Background: an optimization exercise with open tools, aiming at small area and a short achievable clock period. Do not read the settings as production practice.
Function was not checked in any run shown here: the RTL went through the layout flow alone.
No run shown here takes its clock network from TritonCTS; it comes from the design's own scripts or RTL.
The clock port is modelled as an ideal driver, which makes a skipped or thinned clock tree look cheaper than it is; a real chip needs a root buffer or a tree.
No activity file was given, so power comes from the tool's default toggle rates.

==> design/flow/design.v <==
module cmpshift(clk,a,b,ge_m,lt_x,ex,mx,my,sg,sx);
input clk;
input [31:0] a,b;
input ge_m,lt_x;
output reg [7:0] ex;
output reg [22:0] mx;
output reg [23:0] my;
output reg sg,sx;
wire [7:0] e1 = a[30:23];
wire [7:0] e2 = b[30:23];
wire [7:0] emax = lt_x ? e2 : e1;
wire [7:0] emin = lt_x ? e1 : e2;
wire [7:0] diff = emax - emin;
wire [2:0] d12 = e1[2:0] - e2[2:0];
wire [2:0] dl = lt_x ? 3'd0 - d12 : d12;
wire [23:0] ms = ge_m ? {1'b1,b[22:0]} : {1'b1,a[22:0]};
wire big = (|diff[7:5]) | (diff[4] & diff[3]);
wire [23:0] s1 = dl[0] ? {1'd0, ms[23:1]} : ms;
wire [23:0] s2 = dl[1] ? {2'd0, s1[23:2]} : s1;
wire [23:0] s4 = dl[2] ? {4'd0, s2[23:4]} : s2;
wire k0 = ~big & ~diff[4] & ~diff[3];
wire k8 = ~big & diff[3];
wire k16 = ~big & diff[4];
wire [23:0] sh = ({24{k0}} & s4) | ({24{k8}} & {8'd0, s4[23:8]}) | ({24{k16}} & {16'd0, s4[23:16]});
always @(posedge clk) begin
  ex <= emax + 8'h81;
  mx <= lt_x ? b[22:0] : a[22:0];
  my <= sh;
  sg <= lt_x ? b[31] : a[31];
  sx <= a[31] ^ b[31];
end
endmodule
module faddsub(clk,ex,mx,my,sg,sx,t,ex_o,sg_o);
input clk;
input [7:0] ex;
input [22:0] mx;
input [23:0] my;
input sg,sx;
output reg [23:0] t;
output reg [7:0] ex_o;
output reg sg_o;
wire [24:0] sum = {2'b01,mx} + {1'b0,my};
wire neg = sum[24] & sx;
reg [24:0] low;
integer i;
always @* begin
  low[0] = 1'b0;
  for (i = 1; i < 25; i = i + 1)
    low[i] = low[i-1] | sum[i-1];
end
wire [24:0] m = sum ^ ({25{neg}} & low);
always @(posedge clk) begin
  t <= m[24:1];
  ex_o <= ex;
  sg_o <= sg ^ neg;
end
endmodule
module buffer2(clk,t,ex,sg,q);
input clk;
input [23:0] t;
input [7:0] ex;
input sg;
output reg [31:0] q;
wire [7:0] h = t[23:16];
wire [2:0] lz;
assign lz[2] = ~|h[7:4];
assign lz[1] = lz[2] ? ~|h[3:2] : ~|h[7:6];
assign lz[0] = lz[2] ? (lz[1] ? ~h[1] : ~h[3]) : (lz[1] ? ~h[5] : ~h[7]);
wire [22:0] t4 = lz[2] ? {t[18:0],4'd0} : t[22:0];
wire [22:0] t6 = lz[1] ? {t4[20:0],2'd0} : t4;
wire [22:0] t7 = lz[0] ? {t6[21:0],1'd0} : t6;
always @(posedge clk)
  q <= {sg, ex - {5'd0,lz}, t7};
endmodule
module normalized(clk,t,ex,sg,t_o,ex_o,sg_o);
input clk;
input [23:0] t;
input [7:0] ex;
input sg;
output reg [23:0] t_o;
output reg [7:0] ex_o;
output reg sg_o;
wire k16 = ~|t[23:8];
wire k0 = |t[23:16];
wire k8 = ~k0 & ~k16;
wire [23:0] t2 = ({24{k0}} & t) | ({24{k8}} & {t[15:0],8'd0}) | ({24{k16}} & {t[7:0],16'd0});
always @(posedge clk) begin
  t_o <= t2;
  ex_o <= {ex[7:3] - {3'd0,k16,k8}, ex[2:0]};
  sg_o <= sg;
end
endmodule
module fpadd(a,b,clk,out);
input [31:0] a,b;
input clk;
output [31:0] out;
reg [31:0] ra, rb;
reg ge_m, lt_x;
always @(posedge clk) begin
  ra <= a;
  rb <= b;
  ge_m <= a[30:23] >= b[30:23];
  lt_x <= a[30:23] < b[30:23];
end
wire [7:0] ex2;
wire [22:0] mx2;
wire [23:0] my2;
wire sg2, sx2;
cmpshift u_cmp(.clk(clk), .a(ra), .b(rb), .ge_m(ge_m), .lt_x(lt_x), .ex(ex2), .mx(mx2), .my(my2), .sg(sg2), .sx(sx2));
wire [23:0] t3;
wire [7:0] ex3;
wire sg3;
faddsub u_add(.clk(clk), .ex(ex2), .mx(mx2), .my(my2), .sg(sg2), .sx(sx2), .t(t3), .ex_o(ex3), .sg_o(sg3));
wire [23:0] t4;
wire [7:0] ex4;
wire sg4;
normalized u_norm(.clk(clk), .t(t3), .ex(ex3), .sg(sg3), .t_o(t4), .ex_o(ex4), .sg_o(sg4));
buffer2 u_out(.clk(clk), .t(t4), .ex(ex4), .sg(sg4), .q(out));
endmodule
==> design/flow/flow/run.sh <==
#!/bin/bash
# Standard ORFS layout with three changes: plain buffers (not delay cells)
# on the ports (flow/place_hook.tcl); a two-level inverter clock tree in
# place of TritonCTS (flow/cts_hook.tcl); and timing repair asked to leave
# more setup slack than the clock needs, so that it buffers and sizes the
# slowest paths.
set -euo pipefail
here=$(pwd)
export PRE_GLOBAL_PLACE_TCL=$here/flow/place_hook.tcl
export SETUP_SLACK_MARGIN=9.6
export PRE_CTS_TCL=$here/flow/cts_hook.tcl
export MANTREE_LEAVES=10
bash standard.sh > standard.log 2>&1
==> design/flow/flow/cts_hook.tcl <==
# Sourced by ORFS's cts.tcl before it builds the clock tree: replaces
# TritonCTS with a two-level inverter tree (mantree.tcl), which has less
# insertion delay on a design this small.
source [file join [file dirname [info script]] mantree.tcl]
rename clock_tree_synthesis _tritoncts
proc clock_tree_synthesis {args} {
  mantree_build $::env(MANTREE_LEAVES) sky130_fd_sc_hd__clkinv_8 sky130_fd_sc_hd__clkinv_16
  global_connect
  set_propagated_clock [all_clocks]
}
==> design/flow/flow/mantree.tcl <==
# Build a two-level clock tree: one root buffer driving K leaf buffers,
# each leaf driving the flip-flops of one k-means cluster.
proc mantree_build {K leafcell rootcell} {
  set db [ord::get_db]
  set block [ord::get_db_block]
  set clknet [$block findNet clk]
  set sinks {}
  set xs {}; set ys {}
  foreach it [$clknet getITerms] {
    set inst [$it getInst]
    set bb [$inst getBBox]
    lappend sinks $it
    lappend xs [expr {([$bb xMin] + [$bb xMax]) / 2.0}]
    lappend ys [expr {([$bb yMin] + [$bb yMax]) / 2.0}]
  }
  set n [llength $sinks]
  # k-means, seeded by sorting along x then y in strips
  set idx [lsort -integer -command [list apply {{xs a b} {expr {[lindex $xs $a] < [lindex $xs $b] ? -1 : 1}}} $xs] [lrange [list_range $n] 0 end]]
  set cx {}; set cy {}
  for {set k 0} {$k < $K} {incr k} {
    set i [lindex $idx [expr {int(($k + 0.5) * $n / $K)}]]
    lappend cx [lindex $xs $i]; lappend cy [lindex $ys $i]
  }
  set cap [expr {int(ceil(1.0 * $n / $K)) + 2}]
  for {set iter 0} {$iter < 30} {incr iter} {
    # balanced assignment: greedy by distance with capacity
    set pairs {}
    for {set i 0} {$i < $n} {incr i} {
      for {set k 0} {$k < $K} {incr k} {
        set d [expr {abs([lindex $xs $i] - [lindex $cx $k]) + abs([lindex $ys $i] - [lindex $cy $k])}]
        lappend pairs [list $d $i $k]
      }
    }
    set pairs [lsort -real -index 0 $pairs]
    set asg [lrepeat $n -1]
    set cnt [lrepeat $K 0]
    foreach p $pairs {
      lassign $p d i k
      if {[lindex $asg $i] >= 0} continue
      if {[lindex $cnt $k] >= $cap} continue
      lset asg $i $k
      lset cnt $k [expr {[lindex $cnt $k] + 1}]
    }
    set sx [lrepeat $K 0.0]; set sy [lrepeat $K 0.0]
    for {set i 0} {$i < $n} {incr i} {
      set k [lindex $asg $i]
      lset sx $k [expr {[lindex $sx $k] + [lindex $xs $i]}]
      lset sy $k [expr {[lindex $sy $k] + [lindex $ys $i]}]
    }
    for {set k 0} {$k < $K} {incr k} {
      if {[lindex $cnt $k] > 0} {
        lset cx $k [expr {[lindex $sx $k] / [lindex $cnt $k]}]
        lset cy $k [expr {[lindex $sy $k] / [lindex $cnt $k]}]
      }
    }
  }
  set leafm [$db findMaster $leafcell]
  set rootm [$db findMaster $rootcell]
  # root at the centroid of the leaves
  set rx 0.0; set ry 0.0
  for {set k 0} {$k < $K} {incr k} { set rx [expr {$rx + [lindex $cx $k]}]; set ry [expr {$ry + [lindex $cy $k]}] }
  set rx [expr {int($rx / $K)}]; set ry [expr {int($ry / $K)}]
  set root [odb::dbInst_create $block $rootm "clkroot"]
  $root setLocation $rx $ry
  $root setPlacementStatus PLACED
  set rnet [odb::dbNet_create $block "clknet_root"]
  $rnet setSigType CLOCK
  set leafnets {}
  for {set k 0} {$k < $K} {incr k} {
    set b [odb::dbInst_create $block $leafm "clkleaf_$k"]
    $b setLocation [expr {int([lindex $cx $k])}] [expr {int([lindex $cy $k])}]
    $b setPlacementStatus PLACED
    set ln [odb::dbNet_create $block "clknet_leaf_$k"]
    $ln setSigType CLOCK
    [$b findITerm A] connect $rnet
    [mantree_out $b] connect $ln
    lappend leafnets $ln
  }
  for {set i 0} {$i < $n} {incr i} {
    set it [lindex $sinks $i]
    $it disconnect
    $it connect [lindex $leafnets [lindex $asg $i]]
  }
  [$root findITerm A] connect $clknet
  [mantree_out $root] connect $rnet
  puts "mantree: $n sinks, $K leaves, counts $cnt"
}
proc list_range {n} { set l {}; for {set i 0} {$i < $n} {incr i} { lappend l $i }; return $l }
proc mantree_out {inst} {
  set it [$inst findITerm X]
  if {$it eq "NULL" || $it eq ""} { set it [$inst findITerm Y] }
  return $it
}
==> design/flow/flow/place_hook.tcl <==
# Sourced by ORFS's global_place.tcl before it buffers the ports: inputs
# get the smallest buffer, outputs a buffer that drives the port load well.
rename buffer_ports _orfs_buffer_ports
proc buffer_ports {args} {
  _orfs_buffer_ports -inputs -buffer_cell sky130_fd_sc_hd__buf_1
  _orfs_buffer_ports -outputs -buffer_cell sky130_fd_sc_hd__buf_2
}
==> design/flow/standard.sh <==
#!/bin/bash
# synth_recipe.tcl (not shown) runs the flow's synth.tcl, then flattens the netlist and writes it again
# the make line also repeats each setting of config.mk as NAME=value (left out here)
make -C /OpenROAD-flow-scripts/flow DESIGN_CONFIG=/design/flow/config.mk WORK_HOME=/design/flow/orfs CLKGATE_MAP_FILE= SYNTH_SCRIPT=/design/flow/synth_recipe.tcl "${@:-finish}"
==> design/flow/config.mk <==
export PLATFORM = sky130hd
export DESIGN_NAME = fpadd
export DESIGN_NICKNAME = fpadd
export VERILOG_FILES = /design/flow/design.v
export SDC_FILE = /design/flow/constraint.sdc
export NUM_CORES = 4
export LEC_CHECK = 0
export ABC_AREA = 1
export CAP_MARGIN = 20
export CORE_MARGIN = 2
export CORE_UTILIZATION = 60
export PLACE_DENSITY = 0.7
export SLEW_MARGIN = 20
==> design/flow/constraint.sdc <==
create_clock -name core_clock -period 13.0 [get_ports {clk}]
set_input_delay 2.6000 -clock core_clock [delete_from_list [all_inputs] [get_ports {clk}]]
set_output_delay 2.6000 -clock core_clock [all_outputs]
set_load 0.01 [all_outputs]
==> results of run 1 <==
[synthesized netlist by cell type (2+ instances only)]
cell type,n,share of area [%]
mux2i_1,33,3.4
o211ai_1,17,1.3
nand3b_1,2,0.15
a21oi_1,30,1.5
a211oi_1,3,0.23
o21ai_0,152,7.7
buf_6,2,0.23
or2_2,13,0.83
buf_2,2,0.10
ha_1,44,5.6
inv_2,5,0.19
nand2_1,300,11
a21o_1,2,0.15
nand2_2,6,0.38
nor4_1,2,0.13
a31oi_1,3,0.19
nand3_2,3,0.31
nor2_4,5,0.57
dfxtp_1,221,45
nand3_1,25,1.3
nor2_1,62,2.4
inv_1,153,5.8
xnor2_1,21,1.9
o21ai_1,8,0.41
fa_1,4,0.82
o22ai_1,4,0.25
nand4_1,7,0.45
a21boi_1,3,0.23
nor2_2,3,0.19
nor3_1,5,0.25
o31ai_1,2,0.15
clkbuf_1,30,1.1
clkinv_1,4,0.15
xor2_1,35,3.1
nand4_2,3,0.38
[cells by family after synthesis]
logic type | count (synthesis)
and+or+nand+nor | 440
AOI/OAI and AO/OA | 229
DFF | 221
buffers and inverters | 197
xor gates and xnor gates | 58
adders and majority gates | 48
muxes | 33
[per-layer routing]
| metal | vias up | wire length (µm) |
|---|---|---|
| li1 | 4091 | - |
| met5 | - | 0 |
| met4 | 0 | 269 |
| met2 | 160 | 9170 |
| met1 | 3352 | 9750 |
| met3 | 22 | 770 |
[power groups by stage]
stage                     Clock (mW)  Sequential, mW  Combinational (mW)
after floorplan                    0           0.920               0.460
after global placement             0           0.920               0.644
after detailed placement           0           0.920               0.649
after CTS                      0.272           0.906               0.654
after global routing           0.298           0.922               0.750
final                          0.261           0.906               0.668
[metrics by stage]
stage                     area, µm²  cells
after floorplan                9860   1226
after global placement        10400   1507
after global routing          10800   1528
final                         10800   1528
after CTS                     10700   1522
after detailed placement      10400   1507
[repair_timing]
| item | in CTS | in global routing |
|---|---|---|
| endpoints found under the setup margin | 33 | 27 |
| gates cloned | 3 | 3 |
| gates resized for setup | 9 | 15 |
| pin swaps | 2 | 0 |
| hold endpoints to repair | 0 | 0 |
| buffers inserted | 1 | 3 |
[area by class of cell]
type	count	area (µm²)
repair inverters	3	17.5
repair buffers	106	523
well taps	216	270
fillers	1418	5170
multi-input cells	809	4720
flip-flops and latches	221	4430
inverters	173	813
[flip-flops by register name (all words and copies together), names as in the netlist]
register / count
u_norm.t_o: 24
ra: 32
lt_x: 1
u_cmp.sx: 1
u_cmp.ex: 8
u_add.ex_o: 8
u_add.sg_o: 1
u_norm.ex_o: 8
u_add.t: 24
u_cmp.my: 24
u_out.q: 32
u_cmp.mx: 23
ge_m: 1
rb: 32
u_cmp.sg: 1
u_norm.sg_o: 1
[final timing paths]
| kind | start | to | slack [ns] | cells past startpoint |
|---|---|---|---|---|
| worst min register to register | u_cmp.ex[6]$_DFF_P_ | u_add.ex_o[6]$_DFF_P_ | 0.33 | 0 |
| worst max-delay path | u_out.q[24]$_DFF_P_ | out[24] | 9.66 | 1 |
| worst max register to register | lt_x$_DFF_P_ | u_cmp.my[5]$_DFF_P_ | 9.78 | 16 |
| worst min-delay path | u_cmp.ex[6]$_DFF_P_ | u_add.ex_o[6]$_DFF_P_ | 0.33 | 0 |
==> reports/results.tsv, run 1 <==
metric	value	unit
clkTransAtPathRegs	0.09	ns
grt_overflow	0	
crit_chain	buf_2	
layout_common_cells	nand2_1 (298), dfxtp_1 (218), o21ai_0 (149), inv_1 (148), buf_1 (64)	
grt_max_degree	68	
rows	46	
hold_viol_final	0	
yosysSeqAreaShare	45.1	%
async_flop_share	0	%
initial_utilization	61.6	%
switching_share	39.0	%
die_h	132	µm
worst_pin_slew	0.610	ns
yosysWarnings	5	
avgSynthCellArea	8.01	µm²
max_stage_delay	0.34	ns
status	no timing/DRC/antenna violations	
grt_util_met1	31.7	%
hpwlAfterDp	15500	µm
leakage	5.14	nW
synthAdderAreaFrac	6.42	%
rsz0062_at_grt	true	
grtUsageMet2	36.7	%
required	10.40	ns
p_switching	0.717	mW
yosys_register_bits	221	
syn_to_final_growth	9.70	%
layout_commonest_cell	nand2_1	
whs	0.334	ns
timing.final.ws_setup	9.66	ns
hp-class	flip-flop to flip-flop	
intPower	1.12	mW
grt.busiest_layer	met2	
drtIter0Drc	542	
combPwrFrac	36.4	%
cp_top_family	flip-flops	
met3_usage	1.69	%
firstDrtPassIters	5	
path_buf_inv	1	
final.min_clock_period	3.34	ns
wl	20000	µm
p_per_area	170	nW/µm²
timing.final.crit_share	25.7	%
ant_nets	0	
route.detailed.drc	0	
die-area	17400	µm²
irDropWorstVdd	0.138	mV
hold_buffers	0	
yosys-mux-area-fraction	3.36	%
synth_edf_count	0	
ios	97	
critical_path_class	flip-flop to output pin	
p_clk_share	14.2	%
synth-xor-area-share	5.44	%
drv_cap	0	
core-area	15900	µm²
fp.dieW	132	µm
syn_inst	1226	
end_kind	output pin	
routed_via_density	4.99	
dp_slack	8.60	ns
portBuffers	96	
synth_ff_type	dfxtp_1	
synth-simple-area-share	19.3	%
grt_pass1_vias	6785	
setup_tns	0	ns
crit_arrival	0.74	ns
fin_util	67.6	%
synthesis.nets	1339	
crit_path_top_delay_cell	dfxtp_2	
gp_congestion	0.901	
vias	7625	
synth_compound_area_share	12.7	%
seq_power_share	49.4	%
n_antenna_cell	0	
relSlewSlack	59.1	%
synth_top_family_by_area	simple AND/OR/NAND/NOR gates	
skew	0.0175	ns
routedWlPerCell	13.1	µm
max_freq	0.299	GHz
grt_pass1_wl	32100	µm
drive_gt1_share	9.30	%
setup_viol	0	
clock_latency	0.28	ns
final_max_slew_viol_count	0	
start_kind	flip-flop	
path_max_fanout	1	
grt_use_total	21.8	%
power	1.84	mW
antenna_found_initial	0	
synth.distinct_cells	47	
syn_area	9820	µm²
fin_nets	1427	
==> run 2, diff against run 1 <==
--- a/design/flow/flow/run.sh
+++ b/design/flow/flow/run.sh
@@ -9,5 +9,5 @@
 export PRE_GLOBAL_PLACE_TCL=$here/flow/place_hook.tcl
 export SETUP_SLACK_MARGIN=9.6
 export PRE_CTS_TCL=$here/flow/cts_hook.tcl
-export MANTREE_LEAVES=10
+export MANTREE_LEAVES=9
 bash standard.sh > standard.log 2>&1
==> reports/results.tsv, run 2 <==
metric	value	unit
status	no timing/DRC/antenna violations	
yosys_register_bits	221	
final_max_slew_viol_count	0	
grt_max_degree	68	
dp_slack	8.60	ns
relSlewSlack	59.1	%
timing.final.ws_setup	9.64	ns
avgSynthCellArea	8.01	µm²
drtIter0Drc	563	
clkTransAtPathRegs	0.10	ns
syn_to_final_growth	9.61	%
crit_path_top_delay_cell	dfxtp_1	
fin_nets	1426	
max_stage_delay	0.36	ns
ios	97	
portBuffers	96	
core-area	15900	µm²
synth_compound_area_share	12.7	%
p_clk_share	14.1	%
power	1.83	mW
setup_tns	0	ns
cp_top_family	flip-flops	
n_antenna_cell	0	
p_per_area	170	nW/µm²
grt_overflow	0	
die-area	17400	µm²
worst_pin_slew	0.611	ns
rows	46	
seq_power_share	49.4	%
gp_congestion	0.901	
required	10.40	ns
antenna_found_initial	0	
combPwrFrac	36.5	%
switching_share	39.1	%
synthAdderAreaFrac	6.42	%
reg.largest.list	ra (32), rb (32), u_out.q (32)	
grt_use_total	21.9	%
grt_pass1_vias	6739	
ys_top_cells_by_area	dfxtp_1 (45%), nand2_1 (11%), o21ai_0 (7.7%)	
firstDrtPassIters	5	
synth.distinct_cells	47	
synthTopCellsByCount	nand2_1 (300), dfxtp_1 (221), inv_1 (153), o21ai_0 (152), nor2_1 (62)	
hp-class	flip-flop to flip-flop	
layout_common_cells	nand2_1 (298), dfxtp_1 (219), o21ai_0 (150), inv_1 (147), buf_1 (64)	
vias	7632	
synth.largest_area_cell	dfxtp_1	
synth-xor-area-share	5.44	%
yosysWarnings	5	
synth-simple-area-share	19.3	%
intPower	1.12	mW
end_kind	output pin	
start_kind	flip-flop	
fp.dieW	132	µm
hold_viol_final	0	
yosys-mux-area-fraction	3.36	%
die_h	132	µm
syn_area	9820	µm²
setup_viol	0	
timing.final.crit_share	25.9	%
routedWlPerCell	13.2	µm
layout_commonest_cell	nand2_1	
drv_cap	0	
clock_latency	0.28	ns
synth_edf_count	0	
rsz0062_at_grt	false	
ant_nets	0	
path_buf_inv	1	
wl	20100	µm
crit_chain	buf_2	
crit_arrival	0.76	ns
initial_utilization	61.6	%
synth_top_area_share	45.1	%
critical_path_class	flip-flop to output pin	
p_switching	0.717	mW
max_freq	0.298	GHz
routed_via_density	5.00	
leakage	5.13	nW
hold_buffers	0	
async_flop_share	0	%
hpwlAfterDp	15500	µm
irDropWorstVdd	0.131	mV
final.min_clock_period	3.36	ns
drive_gt1_share	9.23	%
syn_inst	1226	
synth_ff_type	dfxtp_1	
grt_pass1_wl	32200	µm
synthesis.nets	1339	
synth_most_common_cell	nand2_1	
yosysSeqAreaShare	45.1	%
synth_top_family_by_area	simple AND/OR/NAND/NOR gates	
skew	0.0284	ns
route.detailed.drc	0	
path_max_fanout	1	
## run 2: cell count changes in the layout (fill, tap and decap cells not counted), sizes merged
cell / previous run / this run
inv: 155 / 154
## run 2: layout make-up
| cell class | count | area [µm²] |
|---|---|---|
| Timing Repair inverter | 3 | 15.0 |
| Sequential cell | 221 | 4430 |
| Fill cell | 1419 | 5180 |
| Multi-Input combinational cell | 809 | 4730 |
| Tap cell | 216 | 270 |
| Inverter | 172 | 798 |
| Timing Repair Buffer | 106 | 523 |
## run 2: cells by family (layout without fill, tap and decap cells)
kind of cell	Yosys count	count (layout)
buffers and inverters	197	281
xor gates and xnor gates	58	58
DFF	221	221
AOI/OAI and AO/OA	229	229
adders and majority gates	48	48
muxes	33	33
and+or+nand+nor	440	441
## run 2: per-layer routing
metal	up-vias	part of all wire [%]	track usage (%)
met5	-	0	0
met4	0	1.1	2.11
met3	16	4.7	1.85
met2	182	46	37.0
met1	3351	48	31.9
li1	4083	-	-
## run 2: through the flow
stage	std cells	hold WS (ns)	area [µm²]	util [%]
finish	1527	0.335	10800	67.5
global route	1527	0.346	10800	67.5
CTS	1521	0.337	10600	66.7
detailed placement	1507	0.312	10400	65.3
global placement	1507	0.310	10400	65.3
floorplan	1226	0.310	9860	-
## run 2: what timing repair did
action                                 CTS  global route
setup buffers                            1             3
pin swaps                                2             0
gates cloned                             3             3
endpoints found under the hold margin    0             0
setup endpoints to repair               33            28
resized for setup                        9            16
## run 2: power by group through the flow
| stage | Clock (mW) | Sequential, mW | Combinational (mW) |
|---|---|---|---|
| 6_report | 0.258 | 0.907 | 0.669 |
| 5_1_grt | 0.294 | 0.922 | 0.751 |
| 4_1_cts | 0.268 | 0.906 | 0.654 |
| 3_5_place_dp | 0 | 0.920 | 0.649 |
| 3_3_place_gp | 0 | 0.920 | 0.644 |
| 2_1_floorplan | 0 | 0.920 | 0.460 |
## run 2: worst paths after layout
kind | endpoint | start | depth (start not counted) | slack (ns)
max | out[24] | u_out.q[24]$_DFF_P_ | 1 | 9.64
min | u_add.ex_o[7]$_DFF_P_ | u_cmp.ex[7]$_DFF_P_ | 0 | 0.33
max reg2reg | u_cmp.my[5]$_DFF_P_ | lt_x$_DFF_P_ | 16 | 9.81
min reg2reg | u_add.ex_o[7]$_DFF_P_ | u_cmp.ex[7]$_DFF_P_ | 0 | 0.33
==> run 3, diff against run 2 <==
--- a/design/flow/flow/run.sh
+++ b/design/flow/flow/run.sh
@@ -9,5 +9,5 @@
 export PRE_GLOBAL_PLACE_TCL=$here/flow/place_hook.tcl
 export SETUP_SLACK_MARGIN=9.6
 export PRE_CTS_TCL=$here/flow/cts_hook.tcl
-export MANTREE_LEAVES=9
+export MANTREE_LEAVES=12
 bash standard.sh > standard.log 2>&1
==> reports/results.tsv, run 3 <==
metric	value	unit
synth_top_area_share	45.1	%
drtIter0Drc	580	
synthesis.nets	1339	
wl	20000	µm
path_max_fanout	1	
syn_area	9820	µm²
setup_viol	0	
p_clk_share	15.2	%
synth.distinct_cells	47	
ios	97	
route.detailed.drc	0	
final.min_clock_period	3.35	ns
rsz0062_at_grt	false	
vias	7619	
fp.dieW	132	µm
final_max_slew_viol_count	0	
crit_chain	buf_2	
drv_cap	0	
drive_gt1_share	9.37	%
grt_overflow	0	
status	no timing/DRC/antenna violations	
timing.final.ws_setup	9.65	ns
firstDrtPassIters	5	
rows	46	
die_h	132	µm
die-area	17400	µm²
grt_pass1_wl	32400	µm
gp_congestion	0.901	
routed_via_density	4.98	
max_freq	0.298	GHz
grt_max_degree	68	
layout_commonest_cell	nand2_1	
routedWlPerCell	13.1	µm
syn_inst	1226	
syn_to_final_growth	10.1	%
dp_slack	8.60	ns
switching_share	39.4	%
relSlewSlack	59.2	%
layout_common_cells	nand2_1 (298), dfxtp_1 (217), o21ai_0 (150), inv_1 (149), buf_1 (64)	
ant_nets	0	
intPower	1.13	mW
yosysSeqAreaShare	45.1	%
crit_arrival	0.75	ns
clkTransAtPathRegs	0.09	ns
p_per_area	172	nW/µm²
synthTopCellsByCount	nand2_1 (300), dfxtp_1 (221), inv_1 (153), o21ai_0 (152), nor2_1 (62)	
avgSynthCellArea	8.01	µm²
required	10.40	ns
critical_path_class	flip-flop to output pin	
leakage	5.16	nW
setup_tns	0	ns
timing.final.crit_share	25.8	%
n_antenna_cell	0	
combPwrFrac	35.9	%
max_stage_delay	0.33	ns
worst_pin_slew	0.610	ns
ys_top_cells_by_area	dfxtp_1 (45%), nand2_1 (11%), o21ai_0 (7.7%)	
fin_nets	1428	
synth.largest_area_cell	dfxtp_1	
synth_most_common_cell	nand2_1	
hpwlAfterDp	15500	µm
yosysWarnings	5	
synth_ff_type	dfxtp_1	
irDropWorstVdd	0.140	mV
start_kind	flip-flop	
skew	0.0315	ns
yosys_register_bits	221	
grt_pass1_vias	6842	
p_switching	0.731	mW
hp-class	flip-flop to flip-flop	
portBuffers	96	
synth_edf_count	0	
hold_buffers	0	
async_flop_share	0	%
seq_power_share	48.9	%
clock_latency	0.31	ns
path_buf_inv	1	
grt_use_total	22.0	%
crit_path_top_delay_cell	dfxtp_2	
antenna_found_initial	0	
hold_viol_final	0	
core-area	15900	µm²
cp_top_family	flip-flops	
initial_utilization	61.6	%
reg.largest.list	ra (32), rb (32), u_out.q (32)	
end_kind	output pin	
run 3: cell count changes in the layout (fill, tap and decap cells not counted):
cell        before  now
buf_2           32   31
buf_6            0    1
clkinv_8         9   12
clkinvlp_2       3    2
clkinvlp_4       3    2
dfxtp_1        219  217
dfxtp_2          1    3
inv_1          147  149
inv_2            7    6
nand2_2          7    8
nand2_4          2    1
run 3: path summary, 6_finish.rpt:
| check | startpoint | end | slack [ns] | cells after the start |
|---|---|---|---|---|
| worst max-delay path | u_out.q[25]$_DFF_P_ | out[25] | 9.65 | 1 |
| worst min-delay path | u_cmp.ex[5]$_DFF_P_ | u_add.ex_o[5]$_DFF_P_ | 0.32 | 0 |
| worst max register to register | lt_x$_DFF_P_ | u_cmp.my[5]$_DFF_P_ | 9.80 | 16 |
| worst min register to register | u_cmp.ex[5]$_DFF_P_ | u_add.ex_o[5]$_DFF_P_ | 0.32 | 0 |
run 3: final cells by class:
cell class	count	area, µm²
repair buffers	106	529
repair inverters	2	10.0
well taps	216	270
inverters	175	843
fillers	1418	5130
flip-flops and latches	221	4430
multi-input cells	809	4720
run 3: cells by family after synthesis:
logic type	synth area share (%)
simple gates	19.3
compound gates	12.7
flops	45.1
buf+inv	7.75
xor+xnor	5.44
fa+ha+maj	6.42
mux	3.36
run 3: power by group through the flow:
stage                     clock network (mW)  registers, mW  logic, mW
after global routing                   0.317          0.923      0.751
after detailed placement                   0          0.920      0.649
final                                  0.281          0.908      0.667
after floorplan                            0          0.920      0.460
after global placement                     0          0.920      0.644
after CTS                              0.292          0.907      0.654
run 3: layer usage:
metal  global-route usage, %  vias up  share of wire [%]
li1                        -     4088                  -
met1                    31.8     3344                 48
met2                    37.2      161                 46
met3                    1.58       26                4.1
met4                    3.32        0                1.7
met5                       0        -                  0
run 3: repair_timing:
item / in CTS / in global routing
buffers inserted: 1 / 3
gates resized for setup: 10 / 15
endpoints found under the setup margin: 33 / 30
pin swaps: 2 / 0
gates cloned: 3 / 2
run 3: stage by stage:
| stage | area (µm²) | util [%] | instances | power, mW | hold WS (ns) |
|---|---|---|---|---|---|
| 3_5_place_dp | 10400 | 65.3 | 1507 | 1.57 | 0.312 |
| 5_1_grt | 10800 | 67.8 | 1529 | 1.99 | 0.329 |
| 4_1_cts | 10700 | 67.0 | 1524 | 1.85 | 0.321 |
| 3_3_place_gp | 10400 | 65.3 | 1507 | 1.56 | 0.310 |
| 2_1_floorplan | 9860 | - | 1226 | 1.38 | 0.310 |
| 6_report | 10800 | 67.8 | 1529 | 1.86 | 0.319 |
==> run 4, diff against run 3 <==
--- a/design/flow/design.v
+++ b/design/flow/design.v
@@ -94,13 +94,21 @@
 input [31:0] a,b;
 input clk;
 output [31:0] out;
+wire [7:0] ea = a[30:23];
+wire [7:0] eb = b[30:23];
+wire [7:0] l = ~ea & eb;
+wire [7:0] e = ~(ea ^ eb);
+wire l_hi = l[7] | (e[7] & l[6]) | (e[7] & e[6] & l[5]) | (e[7] & e[6] & e[5] & l[4]);
+wire l_lo = l[3] | (e[3] & l[2]) | (e[3] & e[2] & l[1]) | (e[3] & e[2] & e[1] & l[0]);
+wire e_hi = &e[7:4];
+wire lt = l_hi | (e_hi & l_lo);
 reg [31:0] ra, rb;
 reg ge_m, lt_x;
 always @(posedge clk) begin
   ra <= a;
   rb <= b;
-  ge_m <= a[30:23] >= b[30:23];
-  lt_x <= a[30:23] < b[30:23];
+  ge_m <= ~lt;
+  lt_x <= lt;
 end
 wire [7:0] ex2;
 wire [22:0] mx2;
--- a/design/flow/flow/run.sh
+++ b/design/flow/flow/run.sh
@@ -9,5 +9,5 @@
 export PRE_GLOBAL_PLACE_TCL=$here/flow/place_hook.tcl
 export SETUP_SLACK_MARGIN=9.6
 export PRE_CTS_TCL=$here/flow/cts_hook.tcl
-export MANTREE_LEAVES=12
+export MANTREE_LEAVES=10
 bash standard.sh > standard.log 2>&1
==> reports/results.tsv, run 4 <==
metric	value	unit
syn_to_final_growth	11.3	%
core-area	15900	µm²
path_max_fanout	2	
status	no timing/DRC/antenna violations	
layout_commonest_cell	nand2_1	
antenna_found_initial	1	
routed_via_density	5.03	
irDropWorstVdd	0.137	mV
grt_use_total	22.1	%
grt_pass1_wl	32500	µm
layout_common_cells	nand2_1 (294), dfxtp_1 (220), o21ai_0 (147), inv_1 (145)	
clkTransAtPathRegs	0.09	ns
fillers	1378	
avgSynthCellArea	8.02	µm²
die-area	17400	µm²
drv_cap	0	
hold_buffers	0	
multiInputGateArea	4750	µm²
synthesis.nets	1333	
clock_latency	0.28	ns
synth.distinct_cells	49	
min_from	u_cmp.ex[5]$_DFF_P_	
final_cells	1532	
hp-class	flip-flop to flip-flop	
leakage	5.19	nW
grt_max_degree	68	
yosysSeqAreaShare	45.2	%
wl	20100	µm
hpwlAfterDp	15500	µm
dp_slack	8.44	ns
setup_tns	0	ns
synth_most_common_cell	nand2_1	
relSlewSlack	56.2	%
final.min_clock_period	3.35	ns
grt_pass1_vias	6992	
setup_viol	0	
rr_startpoint	lt_x$_DFF_P_	
switching_share	39.0	%
die_h	132	µm
intPower	1.13	mW
whs	0.334	ns
place_area	10400	µm²
skew	0.0215	ns
timing.final.ws_setup	9.65	ns
syn_area	9790	µm²
placed_cells	1501	
seq_power_share	48.9	%
max_stage_delay	0.20	ns
hold_viol_final	0	
fin_util	68.3	%
crit_path_top_delay_cell	ha_4	
initial_utilization	61.4	%
route.detailed.drc	0	
gp_congestion	0.904	
drive_gt1_share	11.0	%
seq_area	4430	µm²
portBuffers	96	
ys_top_cells_by_area	dfxtp_1 (45%), nand2_1 (11%), o21ai_0 (7.6%)	
crit_path_start	a[30]	
n_antenna_cell	0	
p_switching	0.721	mW
end_kind	flip-flop	
synth_edf_count	0	
ios	97	
rows	46	
critical_path_class	input pin to flip-flop	
rsz0062_at_grt	true	
fp.dieW	132	µm
synth_top_area_share	45.2	%
routedWlPerCell	13.1	µm
ant_nets	0	
max_freq	0.299	GHz
synth_ff_type	dfxtp_1	
start_kind	input pin	
yosysWarnings	5	
fin_area	10900	µm²
required	13.16	ns
firstDrtPassIters	7	
grt_overflow	0	
crit_arrival	3.51	ns
syn_inst	1221	
vias	7700	
crit_chain	buf_8, inv_4, ha_4, nand2_4, inv_2, a221oi_2, nand2_1, a21oi_2, inv_1	
synthTopCellsByCount	nand2_1 (297), dfxtp_1 (221), inv_1 (153), o21ai_0 (148), nor2_1 (61)	
combPwrFrac	37.0	%
p_clk_share	14.1	%
async_flop_share	0	%
drtIter0Drc	495	
worst_pin_slew	0.654	ns
yosys_register_bits	221	
final_max_slew_viol_count	0	
timing.final.crit_share	25.8	%
p_per_area	170	nW/µm²
synth.largest_area_cell	dfxtp_1	
reg.largest.list	ra (32), rb (32), u_out.q (32)	
power	1.85	mW
fin_nets	1430	
[run 4: cell types whose count changed in the layout (fill, tap and decap cells not counted), sizes merged, moves of 2 or more]
| cell | previous run | this run |
|---|---|---|
| a21oi | 31 | 28 |
| buf | 104 | 113 |
| clkinv | 18 | 15 |
| clkinvlp | 4 | 8 |
| inv | 155 | 153 |
| nand2 | 307 | 305 |
| o21ai | 161 | 158 |
[run 4: routing by layer]
layer / vias to the layer above / wire [µm] / GRT usage [%]
met5: - / 0 / 0
met4: 0 / 347 / 3.08
met3: 23 / 888 / 1.69
met2: 157 / 9550 / 38.7
met1: 3436 / 9310 / 30.8
li1: 4084 / - / -
[run 4: cells by family (layout without fill, tap and decap cells)]
| group | Yosys count | count (layout) | share of synthesized area, % |
|---|---|---|---|
| simple gates | 438 | 439 | 19.4 |
| compound gates | 226 | 226 | 12.7 |
| flops | 221 | 221 | 45.2 |
| buf+inv | 198 | 292 | 7.77 |
| xor+xnor | 58 | 58 | 5.27 |
| fa+ha+maj | 47 | 47 | 6.31 |
| mux | 33 | 33 | 3.37 |
[run 4: worst paths after layout]
| path | end | slack, ns | cells after the start |
|---|---|---|---|
| worst max-delay path | lt_x$_DFF_P_ | 9.65 | 9 |
| worst min-delay path | u_add.ex_o[5]$_DFF_P_ | 0.33 | 0 |
| worst max register to register | u_cmp.my[21]$_DFF_P_ | 9.85 | 13 |
| worst min register to register | u_add.ex_o[5]$_DFF_P_ | 0.33 | 0 |
[run 4: critical path: cells and delay by family]
kind            cells  cell delay [ns]
simple gates        2             0.16
buf+inv             4             0.22
compound gates      2             0.32
fa+ha+maj           1             0.20
[run 4: area by class of cell]
type | instances | area share [%]
multi-input combinational | 803 | 43.6
sequential | 221 | 40.6
inverter | 173 | 7.63
timing repair buffer | 116 | 5.49
tap | 216 | 2.48
timing repair inverter | 3 | 0.161
[run 4: repair_timing]
action	in CTS	in global routing
pin swaps	2	12
setup buffers	1	14
cloned	3	2
endpoints found under the setup margin	41	46
gates resized for setup	12	31
[run 4: power by group through the flow]
stage          Combinational (mW)  Sequential [mW]  Clock (mW)
2_1_floorplan               0.464            0.923           0
5_1_grt                     0.773            0.919       0.298
3_5_place_dp                0.649            0.921           0
4_1_cts                     0.656            0.904       0.274
6_report                    0.685            0.905       0.262
3_3_place_gp                0.642            0.918           0
==> run 5, diff against run 4 <==
--- a/design/flow/design.v
+++ b/design/flow/design.v
@@ -1,19 +1,19 @@
-module cmpshift(clk,a,b,ge_m,lt_x,ex,mx,my,sg,sx);
+module cmpshift(clk,a,b,lt,ex,mx,my,sg,sx);
 input clk;
 input [31:0] a,b;
-input ge_m,lt_x;
+input lt;
 output reg [7:0] ex;
 output reg [22:0] mx;
 output reg [23:0] my;
 output reg sg,sx;
 wire [7:0] e1 = a[30:23];
 wire [7:0] e2 = b[30:23];
-wire [7:0] emax = lt_x ? e2 : e1;
-wire [7:0] emin = lt_x ? e1 : e2;
+wire [7:0] emax = lt ? e2 : e1;
+wire [7:0] emin = lt ? e1 : e2;
 wire [7:0] diff = emax - emin;
 wire [2:0] d12 = e1[2:0] - e2[2:0];
-wire [2:0] dl = lt_x ? 3'd0 - d12 : d12;
-wire [23:0] ms = ge_m ? {1'b1,b[22:0]} : {1'b1,a[22:0]};
+wire [2:0] dl = lt ? 3'd0 - d12 : d12;
+wire [23:0] ms = lt ? {1'b1,a[22:0]} : {1'b1,b[22:0]};
 wire big = (|diff[7:5]) | (diff[4] & diff[3]);
 wire [23:0] s1 = dl[0] ? {1'd0, ms[23:1]} : ms;
 wire [23:0] s2 = dl[1] ? {2'd0, s1[23:2]} : s1;
@@ -24,9 +24,9 @@
 wire [23:0] sh = ({24{k0}} & s4) | ({24{k8}} & {8'd0, s4[23:8]}) | ({24{k16}} & {16'd0, s4[23:16]});
 always @(posedge clk) begin
   ex <= emax + 8'h81;
-  mx <= lt_x ? b[22:0] : a[22:0];
+  mx <= lt ? b[22:0] : a[22:0];
   my <= sh;
-  sg <= lt_x ? b[31] : a[31];
+  sg <= lt ? b[31] : a[31];
   sx <= a[31] ^ b[31];
 end
 endmodule
@@ -94,27 +94,18 @@
 input [31:0] a,b;
 input clk;
 output [31:0] out;
-wire [7:0] ea = a[30:23];
-wire [7:0] eb = b[30:23];
-wire [7:0] l = ~ea & eb;
-wire [7:0] e = ~(ea ^ eb);
-wire l_hi = l[7] | (e[7] & l[6]) | (e[7] & e[6] & l[5]) | (e[7] & e[6] & e[5] & l[4]);
-wire l_lo = l[3] | (e[3] & l[2]) | (e[3] & e[2] & l[1]) | (e[3] & e[2] & e[1] & l[0]);
-wire e_hi = &e[7:4];
-wire lt = l_hi | (e_hi & l_lo);
 reg [31:0] ra, rb;
-reg ge_m, lt_x;
+reg lt;
 always @(posedge clk) begin
   ra <= a;
   rb <= b;
-  ge_m <= ~lt;
-  lt_x <= lt;
+  lt <= a[30:23] < b[30:23];
 end
 wire [7:0] ex2;
 wire [22:0] mx2;
 wire [23:0] my2;
 wire sg2, sx2;
-cmpshift u_cmp(.clk(clk), .a(ra), .b(rb), .ge_m(ge_m), .lt_x(lt_x), .ex(ex2), .mx(mx2), .my(my2), .sg(sg2), .sx(sx2));
+cmpshift u_cmp(.clk(clk), .a(ra), .b(rb), .lt(lt), .ex(ex2), .mx(mx2), .my(my2), .sg(sg2), .sx(sx2));
 wire [23:0] t3;
 wire [7:0] ex3;
 wire sg3;
==> reports/results.tsv, run 5 <==
metric	value	unit
status	no timing/DRC/antenna violations	
syn_to_final_growth	8.65	%
synth.distinct_cells	53	
synth_ff_type	dfxtp_1	
clkTransAtPathRegs	0.09	ns
fin_nets	1420	
route.detailed.drc	0	
final_cells	1522	
portBuffers	96	
r2r_slack	9.81	ns
crit_path_top_delay_cell	ha_1	
crit_chain	buf_1, inv_1, ha_1, a21boi_1, o211ai_1, nand2_1, a21oi_2, nor2_1, o21ai_1, nand2_1, a21oi_2	
max_freq	0.275	GHz
synth_edf_count	0	
layout_commonest_cell	nand2_1	
yosysSeqAreaShare	44.8	%
synth_top_area_share	44.8	%
gp_congestion	0.869	
clock_latency	0.28	ns
fillers	1381	
synthTopCellsByCount	nand2_1 (308), dfxtp_1 (220), inv_1 (146), o21ai_0 (135), nor2_1 (64)	
synth.largest_area_cell	dfxtp_1	
start_kind	input pin	
end_kind	flip-flop	
timing.final.crit_share	28.0	%
hold_buffers	0	
seq_power_share	49.7	%
routed_via_density	4.97	
n_antenna_cell	0	
hold_viol_final	0	
timing.final.ws_setup	9.36	ns
critical_path_class	input pin to flip-flop	
p_per_area	167	nW/µm²
placed_cells	1509	
crit_arrival	3.84	ns
drive_gt1_share	8.65	%
final_max_slew_viol_count	0	
drtIter0Drc	496	
worst_pin_slew	0.539	ns
rr_startpoint	lt$_DFF_P_	
reg.largest.list	ra (32), rb (32), u_out.q (32)	
fin_util	67.0	%
synth_most_common_cell	nand2_1	
syn_area	9840	µm²
ios	97	
grt_pass1_vias	6852	
firstDrtPassIters	5	
final.min_clock_period	3.64	ns
fp.dieW	132	µm
hold_depth	0	
wl	19200	µm
initial_utilization	61.7	%
whs_endpoint	u_add.ex_o[3]$_DFF_P_	
multiInputGateArea	4720	µm²
switching_share	38.4	%
die-area	17400	µm²
relSlewSlack	63.7	%
layout_common_cells	nand2_1 (307), dfxtp_1 (219), inv_1 (145), o21ai_0 (130), buf_1 (64)	
yosys_register_bits	220	
path_max_fanout	2	
drv_cap	0	
r2r_cells	15	
syn_inst	1229	
dp_slack	9.01	ns
grt_max_degree	72	
rows	46	
r2r_end	u_cmp.my[6]$_DFF_P_	
setup_tns	0	ns
ys_top_cells_by_area	dfxtp_1 (45%), nand2_1 (12%), o21ai_0 (6.9%)	
seq_area	4410	µm²
whs	0.333	ns
required	13.21	ns
vias	7569	
setup_viol	0	
antenna_found_initial	0	
max_stage_delay	0.26	ns
hpwlAfterDp	15100	µm
grt_overflow	0	
p_switching	0.685	mW
core-area	15900	µm²
grt_pass1_wl	31700	µm
synthesis.nets	1341	
async_flop_share	0	%
skew	0.0179	ns
hp-class	flip-flop to flip-flop	
die_h	132	µm
irDropWorstVdd	0.134	mV
rsz0062_at_grt	true	
routedWlPerCell	12.6	µm
intPower	1.10	mW
ant_nets	0	
combPwrFrac	35.7	%
yosysWarnings	5	
leakage	5.12	nW
avgSynthCellArea	8.01	µm²
p_clk_share	14.6	%
min_from	u_cmp.ex[3]$_DFF_P_	
grt_use_total	21.3	%
==> run 5: changes by cell type after synthesis, sizes merged, moves of 2 or more <==
cell | before | now
o21ai | 158 | 152
inv | 157 | 152
nand2 | 304 | 317
nor2 | 70 | 72
nand3 | 30 | 38
mux2i | 33 | 26
==> run 5: timing repair <==
action,4_1_cts,5_1_grt
setup buffers,0,0
gates cloned,0,2
gates resized for setup,10,12
endpoints found under the hold margin,0,0
endpoints found under the setup margin,29,26
pin swaps,0,2
==> run 5: how the worst max path moves through the flow <==
stage                from             endpoint  slack, ns
4_1_cts             b[24]           lt$_DFF_P_       9.36
2_1_floorplan       b[24]           lt$_DFF_P_       9.33
6_report            b[24]           lt$_DFF_P_       9.36
3_3_place_gp   lt$_DFF_P_  u_cmp.my[1]$_DFF_P_       9.14
3_5_place_dp   lt$_DFF_P_  u_cmp.my[1]$_DFF_P_       9.01
5_1_grt             b[24]           lt$_DFF_P_       9.27
==> run 5: cells by family after synthesis <==
group | count (synthesis) | synth area share, %
AOI/OAI and AO/OA | 222 | 12.7
xor gates and xnor gates | 58 | 5.43
adders and majority gates | 47 | 6.28
buffers and inverters | 194 | 7.61
DFF | 220 | 44.8
muxes | 26 | 2.65
and+or+nand+nor | 462 | 20.6
==> run 5: stage by stage <==
step	area (µm²)	total power, mW
2_1_floorplan	9840	1.36
3_3_place_gp	10400	1.52
6_report	10700	1.78
4_1_cts	10600	1.79
3_5_place_dp	10400	1.53
5_1_grt	10700	1.92
==> run 5: cell type report <==
class	count	area share, %
multi-input combinational	815	44.1
sequential	220	41.2
inverter	168	7.46
timing repair buffer	103	4.68
tap	216	2.53
==> run 5: routing by layer <==
metal | global-route usage, % | share of wire (%) | vias to the layer above
met5 | 0 | 0 | -
met4 | 3.44 | 1.7 | 0
met3 | 2.23 | 4.1 | 22
met2 | 36.5 | 47 | 135
met1 | 29.6 | 47 | 3326
li1 | - | - | 4086
==> run 5: power groups by stage <==
stage | clock network [mW] | registers [mW] | logic, mW
2_1_floorplan | 0 | 0.908 | 0.449
3_3_place_gp | 0 | 0.902 | 0.618
3_5_place_dp | 0 | 0.903 | 0.626
4_1_cts | 0.273 | 0.887 | 0.631
5_1_grt | 0.294 | 0.902 | 0.720
6_report | 0.260 | 0.886 | 0.636
==> run 5: worst max-delay path, delay by kind of cell <==
kind | cells | cell delay [ns]
compound gates | 5 | 0.63
fa+ha+maj | 1 | 0.26
buf+inv | 2 | 0.14
simple gates | 3 | 0.22
==> run 6, diff against run 5 <==
--- a/design/flow/design.v
+++ b/design/flow/design.v
@@ -1,18 +1,18 @@
-module cmpshift(clk,a,b,lt,ex,mx,my,sg,sx);
+module cmpshift(clk,a,b,ex,mx,my,sg,sx);
 input clk;
 input [31:0] a,b;
-input lt;
 output reg [7:0] ex;
 output reg [22:0] mx;
 output reg [23:0] my;
 output reg sg,sx;
 wire [7:0] e1 = a[30:23];
 wire [7:0] e2 = b[30:23];
+wire [8:0] d12 = {1'b0,e1} - {1'b0,e2};
+wire [7:0] d21 = e2 - e1;
+wire lt = d12[8];
 wire [7:0] emax = lt ? e2 : e1;
-wire [7:0] emin = lt ? e1 : e2;
-wire [7:0] diff = emax - emin;
-wire [2:0] d12 = e1[2:0] - e2[2:0];
-wire [2:0] dl = lt ? 3'd0 - d12 : d12;
+wire [7:0] diff = lt ? d21 : d12[7:0];
+wire [2:0] dl = diff[2:0];
 wire [23:0] ms = lt ? {1'b1,a[22:0]} : {1'b1,b[22:0]};
 wire big = (|diff[7:5]) | (diff[4] & diff[3]);
 wire [23:0] s1 = dl[0] ? {1'd0, ms[23:1]} : ms;
@@ -95,17 +95,15 @@
 input clk;
 output [31:0] out;
 reg [31:0] ra, rb;
-reg lt;
 always @(posedge clk) begin
   ra <= a;
   rb <= b;
-  lt <= a[30:23] < b[30:23];
 end
 wire [7:0] ex2;
 wire [22:0] mx2;
 wire [23:0] my2;
 wire sg2, sx2;
-cmpshift u_cmp(.clk(clk), .a(ra), .b(rb), .lt(lt), .ex(ex2), .mx(mx2), .my(my2), .sg(sg2), .sx(sx2));
+cmpshift u_cmp(.clk(clk), .a(ra), .b(rb), .ex(ex2), .mx(mx2), .my(my2), .sg(sg2), .sx(sx2));
 wire [23:0] t3;
 wire [7:0] ex3;
 wire sg3;
==> reports/results.tsv, run 6 <==
metric	value	unit
status	no timing/DRC/antenna violations	
firstDrtPassIters	5	
die_h	132	µm
grt_max_degree	77	
async_flop_share	0	%
fin_nets	1462	
synth.largest_area_cell	dfxtp_1	
vias	7921	
skew	0.0195	ns
p_per_area	158	nW/µm²
wl	20700	µm
fp.dieW	132	µm
p_switching	0.655	mW
die-area	17500	µm²
intPower	1.07	mW
crit_path_top_delay_cell	dfxtp_1	
final_max_slew_viol_count	0	
start_kind	flip-flop	
initial_utilization	61.6	%
hold_depth	0	
min_from	u_add.ex_o[1]$_DFF_P_	
ios	97	
drtIter0Drc	528	
n_antenna_cell	0	
p_clk_share	14.9	%
setup_viol	0	
whs_endpoint	u_norm.ex_o[1]$_DFF_P_	
fillers	1443	
combPwrFrac	34.7	%
drive_gt1_share	9.44	%
rr_startpoint	ra[23]$_DFF_P_	
layout_common_cells	nand2_1 (311), dfxtp_1 (219), inv_1 (147), o21ai_0 (129), buf_1 (64)	
timing.final.crit_share	25.7	%
seq_power_share	50.4	%
gp_congestion	0.937	
synth_edf_count	0	
grt_pass1_vias	6901	
reg.largest.list	ra (32), rb (32), u_out.q (32)	
rows	46	
syn_inst	1246	
grt_overflow	0	
yosysSeqAreaShare	44.5	%
crit_chain	buf_2	
path_max_fanout	1	
synth_most_common_cell	nand2_1	
grt_pass1_wl	32500	µm
max_freq	0.300	GHz
crit_arrival	0.74	ns
hpwlAfterDp	15700	µm
relSlewSlack	56.3	%
yosys_register_bits	219	
fin_util	68.4	%
r2r_slack	9.84	ns
irDropWorstVdd	0.131	mV
clock_latency	0.27	ns
ant_nets	0	
r2r_end	u_cmp.my[8]$_DFF_P_	
ys_top_cells_by_area	dfxtp_1 (44%), nand2_1 (12%), o21ai_0 (6.7%)	
end_kind	output pin	
hold_buffers	0	
route.detailed.drc	0	
layout_commonest_cell	nand2_1	
synthesis.nets	1360	
rsz0062_at_grt	false	
required	10.40	ns
syn_area	9860	µm²
grt_use_total	22.0	%
worst_pin_slew	0.655	ns
clkTransAtPathRegs	0.10	ns
routed_via_density	5.07	
max_stage_delay	0.34	ns
fin_area	10900	µm²
avgSynthCellArea	7.91	µm²
r2r_cells	17	
synth_top_area_share	44.5	%
critical_path_class	flip-flop to output pin	
hold_viol_final	0	
portBuffers	96	
path_buf_inv	1	
switching_share	37.9	%
syn_to_final_growth	10.9	%
yosysWarnings	5	
final.min_clock_period	3.34	ns
core-area	16000	µm²
antenna_found_initial	0	
place_area	10400	µm²
cp_top_family	flip-flops	
hp-class	flip-flop to flip-flop	
setup_tns	0	ns
synthTopCellsByCount	nand2_1 (313), dfxtp_1 (219), inv_1 (150), o21ai_0 (133), nor2_1 (64)	
synth.distinct_cells	49	
leakage	5.15	nW
routedWlPerCell	13.2	µm
drv_cap	0	
synth_ff_type	dfxtp_1	
[run 6: cell types whose count changed in the layout (fill, tap and decap cells not counted), moves of 4 or more]
cell / before / now
nor2_4: 6 / 10
o21a_1: 0 / 11
buf_4: 4 / 17
o211ai_1: 17 / 7
mux2i_1: 26 / 18
nand2_1: 307 / 311
xor2_1: 35 / 27
nand3_1: 34 / 44
and2_1: 1 / 5
or2_2: 13 / 5
xnor2_1: 21 / 26
[run 6: metal layers]
metal | share of wire (%) | track usage, %
met5 | 0 | 0
met4 | 2.0 | 3.05
met3 | 4.5 | 1.69
met2 | 47 | 38.1
met1 | 47 | 30.8
[run 6: cells by family after synthesis]
kind of cell / synth area share (%)
AND/OR/NAND/NOR: 20.9
AO/OA/AOI/OAI: 13.1
flip-flops: 44.5
buffers and inverters: 7.75
XOR/XNOR: 5.33
adder cells (fa/ha/maj): 6.60
multiplexers: 1.83
[run 6: through the flow]
stage | std cells | power, mW | hold WS (ns) | worst slack, ns
global placement | 1525 | 1.44 | 0.310 | 9.02
finish | 1562 | 1.73 | 0.327 | 9.66
CTS | 1540 | 1.71 | 0.326 | 9.61
floorplan | 1246 | 1.28 | 0.310 | 10.07
global route | 1562 | 1.84 | 0.334 | 9.52
detailed placement | 1525 | 1.45 | 0.312 | 8.86
[run 6: power groups by stage]
| stage | clock network, mW | registers (mW) | logic, mW |
|---|---|---|---|
| floorplan | 0 | 0.889 | 0.392 |
| global placement | 0 | 0.885 | 0.557 |
| detailed placement | 0 | 0.886 | 0.561 |
| CTS | 0.270 | 0.870 | 0.571 |
| global route | 0.292 | 0.882 | 0.669 |
| finish | 0.258 | 0.869 | 0.599 |
[run 6: worst max path at each step]
stage                           startpoint                  end  slack [ns]  cells past startpoint
global placement    u_norm.t_o[22]$_DFF_P_  u_out.q[30]$_DFF_P_        9.02                     15
detailed placement  u_norm.t_o[22]$_DFF_P_  u_out.q[30]$_DFF_P_        8.86                     15
global route                ra[23]$_DFF_P_  u_cmp.my[7]$_DFF_P_        9.52                     17
CTS                    u_cmp.my[2]$_DFF_P_   u_add.t[8]$_DFF_P_        9.61                     15
finish                 u_out.q[24]$_DFF_P_              out[24]        9.66                      1
floorplan            u_out.q[0]$_SDFF_PN0_               out[0]       10.07                      0
[run 6: worst register-to-register path, stage by stage, from the launching register on]
cell and delay (ns):
dfxtp_1 0.35, inv_1 0.06, ha_1 0.20, inv_1 0.07
fa_1 0.15, inv_1 0.07, o21ai_2 0.18, nand4_1 0.23
nand2_4 0.18, buf_16 0.17, nand2_1 0.06, o21ai_1 0.09
buf_6 0.23, clkinvlp_2 0.28, o21ai_0 0.36, o21ai_1 0.17
inv_1 0.12, o21ai_1 0.08
[run 6: cell type report]
| class | count | area [µm²] | share of cell area [%] |
|---|---|---|---|
| Sequential cell | 219 | 4380 | 40.1 |
| Inverter | 170 | 816 | 7.46 |
| Multi-Input combinational cell | 834 | 4800 | 43.9 |
| Timing Repair Buffer | 120 | 653 | 5.97 |
| Tap cell | 216 | 270 | 2.47 |
| Timing Repair inverter | 3 | 17.5 | 0.160 |
[run 6: timing repair]
item	4_1_cts	5_1_grt
resized for setup	15	21
setup buffers	1	16
setup endpoints to repair	41	44
pin swaps	2	5
endpoints found under the hold margin	0	0
gates cloned	3	6
==> run 7, diff against run 6 <==
--- a/design/flow/flow/run.sh
+++ b/design/flow/flow/run.sh
@@ -7,7 +7,6 @@
 set -euo pipefail
 here=$(pwd)
 export PRE_GLOBAL_PLACE_TCL=$here/flow/place_hook.tcl
-export SETUP_SLACK_MARGIN=9.6
 export PRE_CTS_TCL=$here/flow/cts_hook.tcl
 export MANTREE_LEAVES=10
 bash standard.sh > standard.log 2>&1
==> reports/results.tsv, run 7 <==
metric	value	unit
synth_edf_count	0	
synth_ff_type	dfxtp_1	
grt_use_total	21.8	%
ys_top_cells_by_area	dfxtp_1 (44%), nand2_1 (12%), o21ai_0 (6.7%)	
portBuffers	96	
worst_pin_slew	0.942	ns
required	13.21	ns
synth.distinct_cells	49	
grt_max_degree	77	
final_max_slew_viol_count	0	
final.min_clock_period	4.24	ns
synth.largest_area_cell	dfxtp_1	
seq_area	4380	µm²
min_from	u_add.ex_o[1]$_DFF_P_	
vias	7721	
rr_startpoint	u_norm.t_o[22]$_DFF_P_	
critical_path_class	flip-flop to flip-flop	
skew	0.0190	ns
grt_pass1_vias	6844	
grt_pass1_wl	32200	µm
ant_nets	0	
yosysSeqAreaShare	44.5	%
fillers	1488	
layout_commonest_cell	nand2_1	
setup_tns	0	ns
avgSynthCellArea	7.91	µm²
crit_arrival	4.45	ns
p_per_area	160	nW/µm²
hpwlAfterDp	15700	µm
yosys_register_bits	219	
core-area	16000	µm²
gp_congestion	0.937	
path_max_fanout	25	
hold_buffers	0	
synth_top_area_share	44.5	%
routedWlPerCell	12.8	µm
async_flop_share	0	%
drtIter0Drc	444	
synth_most_common_cell	nand2_1	
n_antenna_cell	0	
postCtsSetupBuffers	0	
start_kind	flip-flop	
reg.largest.list	ra (32), rb (32), u_out.q (32)	
fp.dieW	132	µm
syn_to_final_growth	7.36	%
layout_common_cells	nand2_1 (313), dfxtp_1 (219), inv_1 (150), o21ai_0 (133)	
relSlewSlack	37.1	%
ios	97	
die-area	17500	µm²
firstDrtPassIters	5	
grt_overflow	0	
rows	46	
routed_via_density	5.03	
die_h	132	µm
drv_cap	0	
max_freq	0.236	GHz
antenna_found_initial	0	
hold_depth	0	
post_cts_resized	0	
hold_viol_final	0	
status	no timing/DRC/antenna violations	
whs	0.327	ns
leakage	5.02	nW
synthesis.nets	1360	
initial_utilization	61.6	%
wl	19700	µm
end_kind	flip-flop	
irDropWorstVdd	0.130	mV
multiInputGateArea	4710	µm²
setup_viol	0	
drive_gt1_share	6.52	%
route.detailed.drc	0	
r2r_cells	15	
syn_area	9860	µm²
synthTopCellsByCount	nand2_1 (313), dfxtp_1 (219), inv_1 (150), o21ai_0 (133), nor2_1 (64)	
clock_latency	0.27	ns
crit_path_start	u_norm.t_o[22]$_DFF_P_	
timing.final.crit_share	32.6	%
yosysWarnings	5	
hp-class	flip-flop to flip-flop	
clkTransAtPathRegs	0.10	ns
syn_inst	1246	
rsz0062_at_grt	false	
fin_nets	1436	
[run 7: cell counts after synthesis]
Identical to the previous run, type by type.
[run 7: final timing paths]
path | endpoint | slack [ns]
worst max register to register | u_out.q[30]$_DFF_P_ | 8.76
worst max-delay path | u_out.q[30]$_DFF_P_ | 8.76
worst min-delay path | u_norm.ex_o[1]$_DFF_P_ | 0.33
worst min register to register | u_norm.ex_o[1]$_DFF_P_ | 0.33
[run 7: cell families after synthesis]
logic type               synth area share, %
buffers and inverters                   7.75
multiplexers                            1.83
XOR/XNOR                                5.33
adder cells (fa/ha/maj)                 6.60
flip-flops                              44.5
AND/OR/NAND/NOR                         20.9
AO/OA/AOI/OAI                           13.1
[run 7: layout make-up]
class                           instances  area share [%]
Inverter                              170            7.46
Multi-Input combinational cell        831            44.5
Sequential cell                       219            41.4
Tap cell                              216            2.55
Timing Repair Buffer                  100            4.07
[run 7: through the flow]
step / cell area [µm²] / power, mW / setup WS [ns] / utilization, % / instances
finish: 10600 / 1.69 / 8.76 / 66.2 / 1536
global route: 10600 / 1.81 / 8.30 / 66.2 / 1536
CTS: 10600 / 1.70 / 8.80 / 66.2 / 1536
detailed placement: 10400 / 1.45 / 8.86 / 65.0 / 1525
global placement: 10400 / 1.44 / 9.02 / 65.0 / 1525
floorplan: 9860 / 1.28 / 10.07 / - / 1246
[run 7: metal layers]
layer	vias up	GRT usage, %	part of all wire [%]
met4	0	2.87	1.5
met1	3403	30.5	48
met3	22	1.69	4.5
met2	172	37.8	46
met5	-	0	0
li1	4124	-	-
[run 7: worst max-delay path, stage by stage, from the launching register on]
cell and delay [ns]:
dfxtp_1 0.34, nor2_1 0.10, nand2_1 0.47, inv_1 0.43
a31oi_1 0.23, buf_4 0.25, inv_1 0.25, nand2_1 0.12
inv_1 0.05, nor2_2 0.71, ha_1 0.34, nor2_1 0.06
a211oi_1 0.33, nand2_1 0.15, nor3_1 0.20, xor2_1 0.15
[run 7: power breakdown]
group	internal (mW)	switching, mW
Combinational	0.205	0.361
Clock	0.0364	0.221
Sequential	0.812	0.0570

afterwards: timing with drivers on the ports:
Ports are ideal in the flow. The routed layouts listed here were re-timed in OpenROAD.
Step 1 sets driving cells, clkbuf_16 on the clock port and buf_2 on the other inputs (assumed; they add their load-dependent delay and slew).
Step 2, shift: input delay + t, output delay - t, t = (earliest + latest rising clock arrival at the registers) / 2. This alone moves slack from input paths to output paths.
Three values: ideal ports, drivers, drivers and shift; two values: the first two.
run	t, ns	slack for setup (ns)	worst setup path at the end	latest minus earliest clock arrival (ns)	cell pins on the clock port's net
run 1	0.345	9.657 / 9.582 / 9.427	input to register	0.019 / 0.019	1
run 2	0.338	9.639 / 9.564 / 9.435	input to register	0.028 / 0.028	1
run 3	0.369	9.645 / 9.568 / 9.415	input to register	0.032 / 0.032	1
run 4	0.345	9.651 / 9.578 / 9.337	input to register	0.023 / 0.023	1
run 5	0.345	9.360 / 9.416 / 9.071	input to register	0.018 / 0.018	1
run 6	0.339	9.661 / 9.586 / 9.838	register to register	0.020 / 0.020	1
run 7	0.338	8.759 / 8.759 / 8.759	register to register	0.020 / 0.020	1
After both steps every run listed still meets setup and hold. The setup slack of run 4, which loses most, moves by -0.073 ns with the drivers and by -0.314 ns with both steps.
